Context: an optimization exercise on an open-source flow, tuned for small area. The choices shown serve that exercise and are no tape-out recipe. Function was checked by simulation only, so behaviour that the tests miss may differ from the original.

==> inputs of v37 <==
Design hdcp_cipher, start of the top module:
module hdcp_cipher(
		   input wire    clk,
		   input         reset,
		   input [55:0]  Km,               
		   input [63:0]  An,               
		   input         hdcpBlockCipher_init,  
		   input         authentication,   
		   input         hdcpRekeyCipher,  
		   input         hdcpStreamCipher, 
		   output [23:0] pr_data,          
		   output reg    stream_ready      
		   );
make LEC_CHECK=0 CAP_MARGIN=20 CORE_MARGIN=2 CORE_UTILIZATION=40 SLEW_MARGIN=20 finish   # period 4.0 ns
run.sh (not shown) runs the stock make flow with config.mk's settings and CLKGATE_MAP_FILE= SYNTH_SCRIPT=/design/flow/synth_recipe.tcl, a recipe that flattens the netlist after the stock synthesis.
==> v6: changes against v37 <==
--- a/flow/design.v
+++ b/flow/design.v
@@ -87,15 +87,15 @@
 			 );
    assign onebit = sh_dout[3] ^ lfsr0[12] ^ lfsr1[13] ^ lfsr2[15] ^ lfsr3[16];
 endmodule  
 module hdcp_block (
 		   input wire clk,
-		   input wire load,          
-		   input wire load56,        
-		   input wire [63:0] bsrc,
-		   input wire [55:0] ksrc,
-		   output wire [55:0] Bo,    
+		   input wire loadB,         
+		   input wire loadK,         
+		   input wire catchup,       
+		   input wire [63:0] src,
+		   output wire [55:0] Bcur,  
 		   output wire [55:0] Kcur,  
 		   input wire rekey,
 		   input wire lfsr_in,
 		   output wire [23:0] ostream,
 		   input wire advance
@@ -143,37 +143,36 @@
    wire [3:0] 		      SB2;
    wire [3:0] 		      SB3;
    wire [3:0] 		      SB4;
    wire [3:0] 		      SB5;
    wire [3:0] 		      SB6;
-   assign Bo = {o_By[27:0],o_Bx[27:0]};
+   assign Bcur = {By[27:0],Bx[27:0]};
    assign Kcur = {Ky[27:0],Kx[27:0]};
    assign ostream = ostream_r;
+   wire step = advance & st;
    always @(posedge clk) begin
-      if( load ) begin
-	 Bz <= {19'b0,1'b0,bsrc[63:56]};  
-	 By <= bsrc[55:28];
-	 Bx <= bsrc[27:0];
-	 if( load56 ) begin
-	    Kz <= 28'b0;
-	    Ky <= ksrc[55:28];
-	    Kx <= ksrc[27:0];
-	 end else begin
-	    Kz <= o_Bz;
-	    Ky <= o_By;
-	    Kx <= o_Bx;
-	 end
-	 st <= 1'b0;
-      end else if( advance ) begin
-	 if( st ) begin
-	    Bx <= o_Bx;
-	    By <= o_By;
-	    Bz <= o_Bz;
-	    Kx <= o_Kx;
-	    Ky <= o_Ky;
-	    Kz <= o_Kz;
-	 end
+      if( loadB ) begin
+	 Bz <= {19'b0,1'b0,src[63:56]};  
+	 By <= src[55:28];
+	 Bx <= src[27:0];
+      end else if( step | catchup ) begin
+	 Bx <= o_Bx;
+	 By <= o_By;
+	 Bz <= o_Bz;
+      end
+      if( loadK ) begin
+	 Kz <= Bz;
+	 Ky <= By;
+	 Kx <= Bx;
+      end else if( step ) begin
+	 Kx <= o_Kx;
+	 Ky <= o_Ky;
+	 Kz <= o_Kz;
+      end
+      if( loadK )
+	st <= 1'b0;
+      else if( advance ) begin
 	 st <= 1'b1;
 	 rk_d <= rekey;
 	 lf_d <= lfsr_in;
       end
    end
@@ -392,11 +391,11 @@
 		   output [23:0] pr_data,          
 		   output reg    stream_ready      
 		   );
    wire 			 lfsr_out;
    wire [23:0] 			 ostream;
-   wire [55:0] 			 Bo;
+   wire [55:0] 			 Bcur;
    wire [55:0] 			 Kcur;
    reg 				 run;        
    reg 				 is_init;    
    reg [6:0] 			 cnt;
    reg 				 adv_s;      
@@ -411,13 +410,14 @@
    wire k_ge56 = cnt[6] | (cnt[5] & cnt[4] & cnt[3]);
    wire win_init = (cnt >= 7'd3) & (cnt <= 7'd50);
    wire win_rekey = k_ge56 & (cnt <= 7'd111);
    wire advance = adv_s | (run & (win_init | win_rekey));
    wire rekey = run & k_ge56;
-   wire load = run & ((cnt == 7'd2) | (cnt == 7'd53));
-   wire load56 = ~cnt[5];
-   wire ks_we = run & auth_mode & (cnt == 7'd51);
+   wire k1 = run & (cnt == 7'd1);
+   wire loadK = run & ((cnt == 7'd2) | (cnt == 7'd53));
+   wire catchup = run & (cnt == 7'd52);
+   wire ks_we = run & auth_mode & (cnt == 7'd53);
    wire load_lfsr = run & (cnt == 7'd54);
    wire mi_sh = run & is_init & (cnt >= 7'd109) & (cnt <= 7'd112);
    wire fin = run & (is_init ? (cnt == 7'd113) : (cnt == 7'd111));
    wire ready_nx = run ? fin : (stream_ready & ~start_rekey);
    always @(posedge clk or posedge reset) begin
@@ -447,25 +447,26 @@
       end else
 	cnt <= cnt + 7'd1;
       if( start_init )
 	auth_mode <= authentication;
       if( ks_we )
-	Ks <= Bo;
+	Ks <= Bcur;
       if( mi_sh )
 	Mi <= {Mi[47:0], ostream[15:0]};
    end
    hdcp_lfsr  lfsr( .clk(clk),
 		    .iv(Kcur),
 		    .init_iv(load_lfsr),
 		    .advance(advance),
 		    .onebit(lfsr_out));
    hdcp_block block( .clk(clk),
-		     .load(load),
-		     .load56(load56),
-		     .bsrc(auth_mode ? An : (Mi & {64{mi_v}})),
-		     .ksrc(auth_mode ? Km : (Ks & {56{ks_v}})),
-		     .Bo(Bo),
+		     .loadB(k1 | loadK),
+		     .loadK(loadK),
+		     .catchup(catchup),
+		     .src(k1 ? {8'b0, auth_mode ? Km : (Ks & {56{ks_v}})}
+			     : (auth_mode ? An : (Mi & {64{mi_v}}))),
+		     .Bcur(Bcur),
 		     .Kcur(Kcur),
 		     .rekey(rekey),
 		     .lfsr_in(lfsr_out),
 		     .ostream(ostream),
 		     .advance(advance));
==> flow/flow/run.sh (new file) <==
#!/bin/bash
# The standard synthesis, then an area-oriented re-mapping of the
# combinational logic (the flip-flops are kept as they are, with their
# names and cell types), then the standard layout with plain buf_1
# cells as the port buffers.
set -euo pipefail
W=$PWD
RES=$W/orfs/results/sky130hd/hdcp_cipher/base
LIB=$FLOW_HOME/platforms/sky130hd/lib/sky130_fd_sc_hd__tt_025C_1v80.lib

# 1. standard synthesis (up to the Yosys netlist)
bash standard.sh $RES/1_2_yosys.v > synth_standard.log 2>&1
cp $RES/1_2_yosys.v $W/netlist_standard.v

# 2. re-map the combinational logic for area
grep -oE "^\s*sky130_fd_sc_hd__\w+" $W/netlist_standard.v | tr -d ' ' | sort -u > $W/cells_used.txt
python3 $W/flow/mkcells.py $LIB $W/cells_used.txt > $W/cell_models.v
printf 'set_driving_cell sky130_fd_sc_hd__buf_1\nset_load 5\n' > $W/abc.constr
sed -e "s#@LIB@#$LIB#g" -e "s#@W@#$W#g" $W/flow/resyn.ys > $W/resyn_run.ys
yosys -s $W/resyn_run.ys > $W/resyn.log 2>&1
cp $W/netlist_resyn.v $RES/1_2_yosys.v

# 3. the rest of the standard flow
export BUFFER_PORTS_ARGS="-buffer_cell sky130_fd_sc_hd__buf_1"
bash standard.sh > standard.log 2>&1
==> flow/flow/mkcells.py (new file) <==
# generate Verilog models: combinational cells as assigns, sequential as blackboxes
import re,sys
lib=open(sys.argv[1]).read()
used=set(open(sys.argv[2]).read().split())
out=[]
# split into cells
for m in re.finditer(r'\n\s*cell\s*\(\s*"?(\w+)"?\s*\)\s*\{', lib):
    pass
pos=[(m.group(1),m.start()) for m in re.finditer(r'\n\s*cell\s*\(\s*"?(\w+)"?\s*\)\s*\{', lib)]
for i,(name,st) in enumerate(pos):
    if name not in used: continue
    en=pos[i+1][1] if i+1<len(pos) else len(lib)
    body=lib[st:en]
    seq = ('ff (' in body) or ('ff(' in body) or ('latch' in body) or ('statetable' in body)
    pins=[]
    for pm in re.finditer(r'\n\s*pin\s*\(\s*"?(\w+)"?\s*\)\s*\{', body):
        pst=pm.end()
        # find direction and function within this pin group (until next pin( )
        nxt=re.search(r'\n\s*pin\s*\(', body[pst:])
        pb=body[pst: pst+nxt.start()] if nxt else body[pst:]
        d=re.search(r'direction\s*:\s*"?(\w+)"?',pb).group(1)
        f=re.search(r'\bfunction\s*:\s*"([^"]*)"',pb)
        pins.append((pm.group(1),d,f.group(1) if f else None))
    ports=', '.join(p[0] for p in pins)
    lines=['module %s(%s);'%(name,ports)]
    for p,d,f in pins:
        lines.append('  %s %s;'%('input' if d=='input' else 'output',p))
    if seq:
        lines[0]='(* blackbox *)\n'+lines[0]
    else:
        for p,d,f in pins:
            if d=='output':
                e=f.replace('!','~')
                e=re.sub(r'\)\s*\(',') & (',e)
                e=re.sub(r'(\w)\s+(?=[\w(~])',r'\1 & ',e)
                lines.append('  assign %s = %s;'%(p,e))
    lines.append('endmodule')
    out.append('\n'.join(lines))
print('\n'.join(out))
==> flow/flow/resyn.abc (new file) <==
strash
dc2
dch -f
amap
==> flow/flow/resyn.ys (new file) <==
read_verilog @W@/cell_models.v
read_verilog @W@/netlist_standard.v
hierarchy -top hdcp_cipher
flatten
hierarchy -top hdcp_cipher
rename -hide w:_*_.*
read_liberty -lib -ignore_redef @LIB@
techmap
opt -purge
abc -liberty @LIB@ -dont_use sky130_fd_sc_hd__probe_p_8 -dont_use sky130_fd_sc_hd__probec_p_8 -dont_use *lpflow* -constr @W@/abc.constr -script @W@/flow/resyn.abc
splitnets
opt_clean -purge
hilomap -singleton -hicell sky130_fd_sc_hd__conb_1 HI -locell sky130_fd_sc_hd__conb_1 LO
insbuf -buf sky130_fd_sc_hd__buf_4 A X
check -assert -mapped
stat -liberty @LIB@
write_verilog -noattr -nohex -nodec @W@/netlist_resyn.v
==> flow/standard.sh (new file) <==
#!/bin/bash
# synth_recipe.tcl (not shown) runs the flow's synth.tcl, then flattens the netlist and writes it again
# the make line also repeats each setting of config.mk as NAME=value (left out here)
make -C /OpenROAD-flow-scripts/flow DESIGN_CONFIG=/design/flow/config.mk WORK_HOME=/design/flow/orfs CLKGATE_MAP_FILE= SYNTH_SCRIPT=/design/flow/synth_recipe.tcl "${@:-finish}"
--- a/flow/config.mk
+++ b/flow/config.mk
@@ -6,6 +6,9 @@
 export NUM_CORES = 4
 export LEC_CHECK = 0
 export CAP_MARGIN = 20
 export CORE_MARGIN = 2
 export CORE_UTILIZATION = 40
+export CTS_BUF_LIST = sky130_fd_sc_hd__clkbuf_8
+export CTS_CLUSTER_DIAMETER = 50
+export CTS_CLUSTER_SIZE = 14
 export SLEW_MARGIN = 20
removed: flow/run.sh
==> impl_metrics.yaml <==
synthesis:
  synthesis.nets: 2336
global_route:
  antenna_found_initial: 3
  grt_use_met2_pct: 52.5
sta:
  worstMarginPinSlew_ns: 1.17
  post-route-period-util_pct: 97.4
  max_freq_ghz: 0.257
worst_setup_path:
  cp_common_cell: "nor2_1"
  r2r_start: "block.Bz[14]"
  r2r.worst_path.cells: 12
status:
  status: "timing/DRC/antenna clean"
placement:
  post_dp_cell_area_sq_mm: 0.0224
  placed_cells: 3104
finish:
  clock_buffers: 47
  largest_cell_class: "flip-flops and latches"
  n_all_buffers: 223
  nFillCells: 4851
route:
  post_drt_wl_per_cell_microns: 29.0
The numbers above come from v6.

==> impl_metrics.yaml <==
synthesis:
  synthesis.nets: 2478
finish:
  n_all_buffers: 198
  clock_buffers: 58
  nFillCells: 5294
  largest_cell_class: "multi-input combinational cells"
worst_setup_path:
  r2r.worst_path.cells: 5
  r2r_start: "run"
  cp_common_cell: "xnor2_1"
status:
  status: "timing/DRC/antenna clean"
sta:
  max_freq_ghz: 0.258
  post-route-period-util_pct: 96.9
global_route:
  grt_use_met2_pct: 44.9
placement:
  post_dp_cell_area_sq_mm: 0.0254
route:
  post_drt_wl_per_cell_microns: 28.3
The numbers above come from v37.


==> v27: inputs <==
hdcp_cipher, a different RTL version from the one above (not shown whole).
==> flow/config.mk <==
export PLATFORM = sky130hd
export DESIGN_NAME = hdcp_cipher
export DESIGN_NICKNAME = hdcp_cipher
export VERILOG_FILES = /design/flow/design.v
export SDC_FILE = /design/flow/constraint.sdc
export NUM_CORES = 4
export LEC_CHECK = 0
export CAP_MARGIN = 20
export CORE_MARGIN = 2
export CORE_UTILIZATION = 40
export CTS_BUF_LIST = sky130_fd_sc_hd__clkbuf_4 sky130_fd_sc_hd__clkbuf_8 sky130_fd_sc_hd__clkbuf_16
export CTS_CLUSTER_DIAMETER = 55
export CTS_CLUSTER_SIZE = 16
export SETUP_SLACK_MARGIN = 0.12
export SLEW_MARGIN = 20
==> flow/constraint.sdc <==
create_clock -name core_clock -period 4.0 [get_ports {clk}]
set_input_delay 0.8000 -clock core_clock [delete_from_list [all_inputs] [get_ports {clk}]]
set_output_delay 0.8000 -clock core_clock [all_outputs]
set_load 0.01 [all_outputs]
standard.sh (not shown) runs the stock make flow with config.mk's settings and CLKGATE_MAP_FILE= SYNTH_SCRIPT=/design/flow/synth_recipe.tcl, a recipe that flattens the netlist after the stock synthesis.
==> flow/flow/run.sh <==
#!/bin/bash
# The standard synthesis, then an area-oriented re-mapping of the
# combinational logic (the flip-flops are kept as they are, with their
# names and cell types; a few ABC scripts are tried and the smallest
# netlist is kept), then the standard layout with plain buf_1 cells
# as the port buffers.
set -euo pipefail
W=$PWD
RES=$W/orfs/results/sky130hd/hdcp_cipher/base
LIB=$FLOW_HOME/platforms/sky130hd/lib/sky130_fd_sc_hd__tt_025C_1v80.lib

# 1. standard synthesis (up to the Yosys netlist)
bash standard.sh $RES/1_2_yosys.v > synth_standard.log 2>&1
cp $RES/1_2_yosys.v $W/netlist_standard.v

# 2. re-map the combinational logic for area
grep -oE "^\s*sky130_fd_sc_hd__\w+" $W/netlist_standard.v | tr -d ' ' | sort -u > $W/cells_used.txt
python3 $W/flow/mkcells.py $LIB $W/cells_used.txt > $W/cell_models.v
printf 'set_driving_cell sky130_fd_sc_hd__buf_1\nset_load 5\n' > $W/abc.constr
for i in 1 2 3 4; do
  sed -e "s#@LIB@#$LIB#g" -e "s#@W@#$W#g" -e "s#@ABC@#$W/flow/resyn$i.abc#" \
      -e "s#@OUT@#$W/netlist_resyn$i.v#" $W/flow/resyn.ys > $W/resyn$i.ys
  yosys -s $W/resyn$i.ys > $W/resyn$i.log 2>&1 &
done
wait || true
best=""; bestarea=""
for i in 1 2 3 4; do
  if [[ -f $W/netlist_resyn$i.v ]]; then
    a=$(grep "Chip area" $W/resyn$i.log | tail -1 | awk '{print $NF}')
    echo "script $i: area $a" >> $W/resyn_choice.log
    if [[ -z "$best" ]] || awk "BEGIN{exit !($a < $bestarea)}"; then best=$i; bestarea=$a; fi
  fi
done
echo "chosen: script $best ($bestarea)" >> $W/resyn_choice.log
cp $W/netlist_resyn$best.v $RES/1_2_yosys.v

# 3. the rest of the standard flow
export BUFFER_PORTS_ARGS="-buffer_cell sky130_fd_sc_hd__buf_1"
bash standard.sh > standard.log 2>&1
==> flow/flow/resyn.ys <==
read_verilog @W@/cell_models.v
read_verilog @W@/netlist_standard.v
hierarchy -top hdcp_cipher
flatten
hierarchy -top hdcp_cipher
rename -hide w:_*_.*
read_liberty -lib -ignore_redef @LIB@
techmap
opt -purge
abc -liberty @LIB@ -dont_use sky130_fd_sc_hd__probe_p_8 -dont_use sky130_fd_sc_hd__probec_p_8 -dont_use *lpflow* -constr @W@/abc.constr -script @ABC@
splitnets
opt_clean -purge
hilomap -singleton -hicell sky130_fd_sc_hd__conb_1 HI -locell sky130_fd_sc_hd__conb_1 LO
insbuf -buf sky130_fd_sc_hd__buf_4 A X
check -assert -mapped
stat -liberty @LIB@
write_verilog -noattr -nohex -nodec @OUT@
==> flow/flow/resyn1.abc <==
strash
dc2
dch -f
amap
==> flow/flow/resyn2.abc <==
&get -n
&st
&b
&dc2
&put
dch -f
amap
==> flow/flow/resyn3.abc <==
&get -n
&st
&syn2
&dc2
&put
dch -f
amap
==> flow/flow/resyn4.abc <==
&get -n
&st
&b
&syn2
&dc2
&put
dch -f
amap
Other scripts of this flow, unchanged in this note and not shown: flow/flow/mkcells.py
==> inputs of v26, as changes to v27 <==
--- a/flow/design.v
+++ b/flow/design.v
@@ -39,30 +39,26 @@
 		   input  wire   advance,          
 		   output wire   onebit            
 		   );
    reg [12:0] 			 lfsr0;
    reg [13:0] 			 lfsr1;
    reg [15:0] 			 lfsr2;
    reg [16:0] 			 lfsr3;
-   wire sI = init_iv;
-   wire sA = ~init_iv & advance;
-   wire sH = ~init_iv & ~advance;
    always @(posedge clk) begin
-      lfsr0 <= ({13{sI}} & {~iv[6],iv[11:0]}) |
-	       ({13{sA}} & {lfsr0[11:0], lfsr0[4] ^ lfsr0[8] ^ lfsr0[10] ^ lfsr0[12]}) |
-	       ({13{sH}} & lfsr0);
-      lfsr1 <= ({14{sI}} & {~iv[18],iv[24:12]}) |
-	       ({14{sA}} & {lfsr1[12:0], lfsr1[3] ^ lfsr1[5] ^ lfsr1[6] ^ lfsr1[9] ^ lfsr1[10] ^ lfsr1[13]}) |
-	       ({14{sH}} & lfsr1);
-      lfsr2 <= ({16{sI}} & {~iv[32],iv[39:25]}) |
-	       ({16{sA}} & {lfsr2[14:0], lfsr2[4] ^ lfsr2[6] ^ lfsr2[7] ^ lfsr2[11] ^ lfsr2[14] ^ lfsr2[15]}) |
-	       ({16{sH}} & lfsr2);
-      lfsr3 <= ({17{sI}} & {~iv[47],iv[55:40]}) |
-	       ({17{sA}} & {lfsr3[15:0], lfsr3[4] ^ lfsr3[10] ^ lfsr3[14] ^ lfsr3[16]}) |
-	       ({17{sH}} & lfsr3);
+      if( init_iv ) begin
+	 lfsr0[12:0] <= {~iv[6],iv[11:0]};
+	 lfsr1[13:0] <= {~iv[18],iv[24:12]};
+	 lfsr2[15:0] <= {~iv[32],iv[39:25]};
+	 lfsr3[16:0] <= {~iv[47],iv[55:40]};
+      end else if( advance ) begin
+	 lfsr0 <= {lfsr0[11:0], lfsr0[4] ^ lfsr0[8] ^ lfsr0[10] ^ lfsr0[12]};
+	 lfsr1 <= {lfsr1[12:0], lfsr1[3] ^ lfsr1[5] ^ lfsr1[6] ^ lfsr1[9] ^ lfsr1[10] ^ lfsr1[13]};
+	 lfsr2 <= {lfsr2[14:0], lfsr2[4] ^ lfsr2[6] ^ lfsr2[7] ^ lfsr2[11] ^ lfsr2[14] ^ lfsr2[15]};
+	 lfsr3 <= {lfsr3[15:0], lfsr3[4] ^ lfsr3[10] ^ lfsr3[14] ^ lfsr3[16]};
+      end
    end
    wire [3:0] sh_dout;
    shuffle_network sh0 ( .clk(clk),
 			 .din(lfsr0[3] ^ lfsr1[4] ^ lfsr2[5] ^ lfsr3[5]),
 			 .sel(lfsr0[7]),
 			 .advance(advance),
 			 .init_iv(init_iv),
@@ -92,15 +88,15 @@
    assign onebit = sh_dout[3] ^ lfsr0[12] ^ lfsr1[13] ^ lfsr2[15] ^ lfsr3[16];
 endmodule  
 module hdcp_block (
 		   input wire clk,
 		   input wire loadB,         
 		   input wire loadK,         
 		   input wire catchup,       
-		   input wire [63:0] src,   
+		   input wire [63:0] src,
 		   output wire [55:0] Bcur,  
 		   output wire [55:0] Kcur,  
 		   input wire rekey,
 		   input wire lfsr_in,
 		   output wire [23:0] ostream,
 		   input wire advance
 		   );
@@ -149,26 +145,33 @@
    wire [3:0] 		      SB4;
    wire [3:0] 		      SB5;
    wire [3:0] 		      SB6;
    assign Bcur = {By[27:0],Bx[27:0]};
    assign Kcur = {Ky[27:0],Kx[27:0]};
    assign ostream = ostream_r;
    wire step = advance & st;
-   wire bA = ~loadB & (step | catchup);
-   wire bH = ~loadB & ~(step | catchup);
-   wire kL = loadK;
-   wire kA = ~loadK & step;
-   wire kH = ~loadK & ~step;
    always @(posedge clk) begin
-      Bz <= {20'b0,src[63:56]} | ({28{bA}} & o_Bz) | ({28{bH}} & Bz);  
-      By <= src[55:28] | ({28{bA}} & o_By) | ({28{bH}} & By);
-      Bx <= src[27:0] | ({28{bA}} & o_Bx) | ({28{bH}} & Bx);
-      Kz <= ({28{kL}} & Bz) | ({28{kA}} & o_Kz) | ({28{kH}} & Kz);
-      Ky <= ({28{kL}} & By) | ({28{kA}} & o_Ky) | ({28{kH}} & Ky);
-      Kx <= ({28{kL}} & Bx) | ({28{kA}} & o_Kx) | ({28{kH}} & Kx);
+      if( loadB ) begin
+	 Bz <= {19'b0,1'b0,src[63:56]};  
+	 By <= src[55:28];
+	 Bx <= src[27:0];
+      end else if( step | catchup ) begin
+	 Bx <= o_Bx;
+	 By <= o_By;
+	 Bz <= o_Bz;
+      end
+      if( loadK ) begin
+	 Kz <= Bz;
+	 Ky <= By;
+	 Kx <= Bx;
+      end else if( step ) begin
+	 Kx <= o_Kx;
+	 Ky <= o_Ky;
+	 Kz <= o_Kz;
+      end
       if( loadK )
 	st <= 1'b0;
       else if( advance ) begin
 	 st <= 1'b1;
 	 rk_d <= rekey;
 	 lf_d <= lfsr_in;
       end
@@ -412,20 +415,14 @@
    wire k1 = run & (cnt == 7'd1);
    wire loadK = run & ((cnt == 7'd2) | (cnt == 7'd53));
    wire catchup = run & (cnt == 7'd52);
    wire ks_we = run & auth_mode & (cnt == 7'd53);
    wire load_lfsr = run & (cnt == 7'd54);
    wire mi_sh = run & is_init & (cnt >= 7'd109) & (cnt <= 7'd112);
    wire fin = run & (is_init ? (cnt == 7'd113) : (cnt == 7'd111));
-   wire sKm = k1 & auth_mode;
-   wire sKs = k1 & ~auth_mode & ks_v;
-   wire sAn = loadK & auth_mode;
-   wire sMi = loadK & ~auth_mode & mi_v;
-   wire [63:0] src = ({64{sKm}} & {8'b0, Km}) | ({64{sKs}} & {8'b0, Ks}) |
-		     ({64{sAn}} & An) | ({64{sMi}} & Mi);
    wire ready_nx = run ? fin : (stream_ready & ~start_rekey);
    always @(posedge clk or posedge reset) begin
       if( reset ) begin
 	 run <= 1'b0;
 	 stream_ready <= 1'b0;
 	 adv_s <= 1'b0;
 	 ks_v <= 1'b0;
@@ -461,15 +458,16 @@
 		    .init_iv(load_lfsr),
 		    .advance(advance),
 		    .onebit(lfsr_out));
    hdcp_block block( .clk(clk),
 		     .loadB(k1 | loadK),
 		     .loadK(loadK),
 		     .catchup(catchup),
-		     .src(src),
+		     .src(k1 ? {8'b0, auth_mode ? Km : (Ks & {56{ks_v}})}
+			     : (auth_mode ? An : (Mi & {64{mi_v}}))),
 		     .Bcur(Bcur),
 		     .Kcur(Kcur),
 		     .rekey(rekey),
 		     .lfsr_in(lfsr_out),
 		     .ostream(ostream),
 		     .advance(advance));
    assign pr_data = ostream;
==> flow/flow/run.sh (replaced) <==
#!/bin/bash
# The standard synthesis, then an area-oriented re-mapping of the
# combinational logic (the flip-flops are kept as they are, with their
# names and cell types), then the standard layout with plain buf_1
# cells as the port buffers.
set -euo pipefail
W=$PWD
RES=$W/orfs/results/sky130hd/hdcp_cipher/base
LIB=$FLOW_HOME/platforms/sky130hd/lib/sky130_fd_sc_hd__tt_025C_1v80.lib

# 1. standard synthesis (up to the Yosys netlist)
bash standard.sh $RES/1_2_yosys.v > synth_standard.log 2>&1
cp $RES/1_2_yosys.v $W/netlist_standard.v

# 2. re-map the combinational logic for area
grep -oE "^\s*sky130_fd_sc_hd__\w+" $W/netlist_standard.v | tr -d ' ' | sort -u > $W/cells_used.txt
python3 $W/flow/mkcells.py $LIB $W/cells_used.txt > $W/cell_models.v
printf 'set_driving_cell sky130_fd_sc_hd__buf_1\nset_load 5\n' > $W/abc.constr
sed -e "s#@LIB@#$LIB#g" -e "s#@W@#$W#g" $W/flow/resyn.ys > $W/resyn_run.ys
yosys -s $W/resyn_run.ys > $W/resyn.log 2>&1
cp $W/netlist_resyn.v $RES/1_2_yosys.v

# 3. the rest of the standard flow
export BUFFER_PORTS_ARGS="-buffer_cell sky130_fd_sc_hd__buf_1"
bash standard.sh > standard.log 2>&1
==> flow/flow/resyn.abc (new file) <==
strash
dc2
dch -f
amap
==> flow/flow/resyn.ys (replaced) <==
read_verilog @W@/cell_models.v
read_verilog @W@/netlist_standard.v
hierarchy -top hdcp_cipher
flatten
hierarchy -top hdcp_cipher
rename -hide w:_*_.*
read_liberty -lib -ignore_redef @LIB@
techmap
opt -purge
abc -liberty @LIB@ -dont_use sky130_fd_sc_hd__probe_p_8 -dont_use sky130_fd_sc_hd__probec_p_8 -dont_use *lpflow* -constr @W@/abc.constr -script @W@/flow/resyn.abc
splitnets
opt_clean -purge
hilomap -singleton -hicell sky130_fd_sc_hd__conb_1 HI -locell sky130_fd_sc_hd__conb_1 LO
insbuf -buf sky130_fd_sc_hd__buf_4 A X
check -assert -mapped
stat -liberty @LIB@
write_verilog -noattr -nohex -nodec @W@/netlist_resyn.v
- CAP_MARGIN: 20 -> 5
- CTS_BUF_LIST: sky130_fd_sc_hd__clkbuf_4 sky130_fd_sc_hd__clkbuf_8 sky130_fd_sc_hd__clkbuf_16 -> sky130_fd_sc_hd__clkbuf_8
- CTS_CLUSTER_DIAMETER: 55 -> 50
- CTS_CLUSTER_SIZE: 16 -> 14
- SETUP_SLACK_MARGIN: 0.12 -> default
- SLEW_MARGIN: 20 -> 5
removed: flow/flow/resyn1.abc
removed: flow/flow/resyn2.abc
removed: flow/flow/resyn3.abc
removed: flow/flow/resyn4.abc
==> inputs of v23, as changes to v27 <==
- CTS_BUF_LIST: sky130_fd_sc_hd__clkbuf_4 sky130_fd_sc_hd__clkbuf_8 sky130_fd_sc_hd__clkbuf_16 -> sky130_fd_sc_hd__clkbuf_8
- CTS_CLUSTER_DIAMETER: 55 -> 60
- CTS_CLUSTER_SIZE: 16 -> 20
==> qor summary <==
metric	v27	v23	v26
Status	finished clean	finished clean	finished clean
Largest net degree at the start of global routing	77	77	89
Global routing met3 resource utilization	6.48%	5.74%	5.78%
Max Used Layer	met4	met5	met5
# hold bufs at CTS	0	1	1
Worst hold path stage count	-	1	1
Detailed-route wire length on metal 1	35100 µm	35600 µm	37300 µm
Via count normalized by instance count	6.37	6.35	6.39
Wire length of the first global-routing pass	127000 µm	127000 µm	132000 µm
Total half-perimeter wirelength after legalization and detailed placement	67700 µm	67700 µm	69200 µm
Mean post-synth cell area	8.19 µm²	8.19 µm²	9.19 µm²

-- separate check: timing with driven ports --
The results above use ideal ports. As a check the final layouts listed here were re-extracted and re-timed, cells and wires unchanged. Step 1 assumes that a clkbuf_16 drives the clock port and a buf_2 every other input. Step 2 also shifts input and output timing later by t, the mid clock arrival at the registers, as if the neighbouring blocks saw the same clock. a / b / c = ideal / step 1 / step 2; a / b = the first two.
run	t (ns)	setup WS [ns]	pins driven straight from the clock port
v37	0.649	0.124 / 0.059 / 0.708	1
v6	0.723	0.105 / 0.048 / 0.189	1
v27	0.638	0.175 / 0.117 / 0.475	1
v26	0.723	0.105 / 0.048 / 0.189	1
v23	0.691	0.145 / 0.089 / 0.492	1
After both steps every run listed still meets setup and hold.
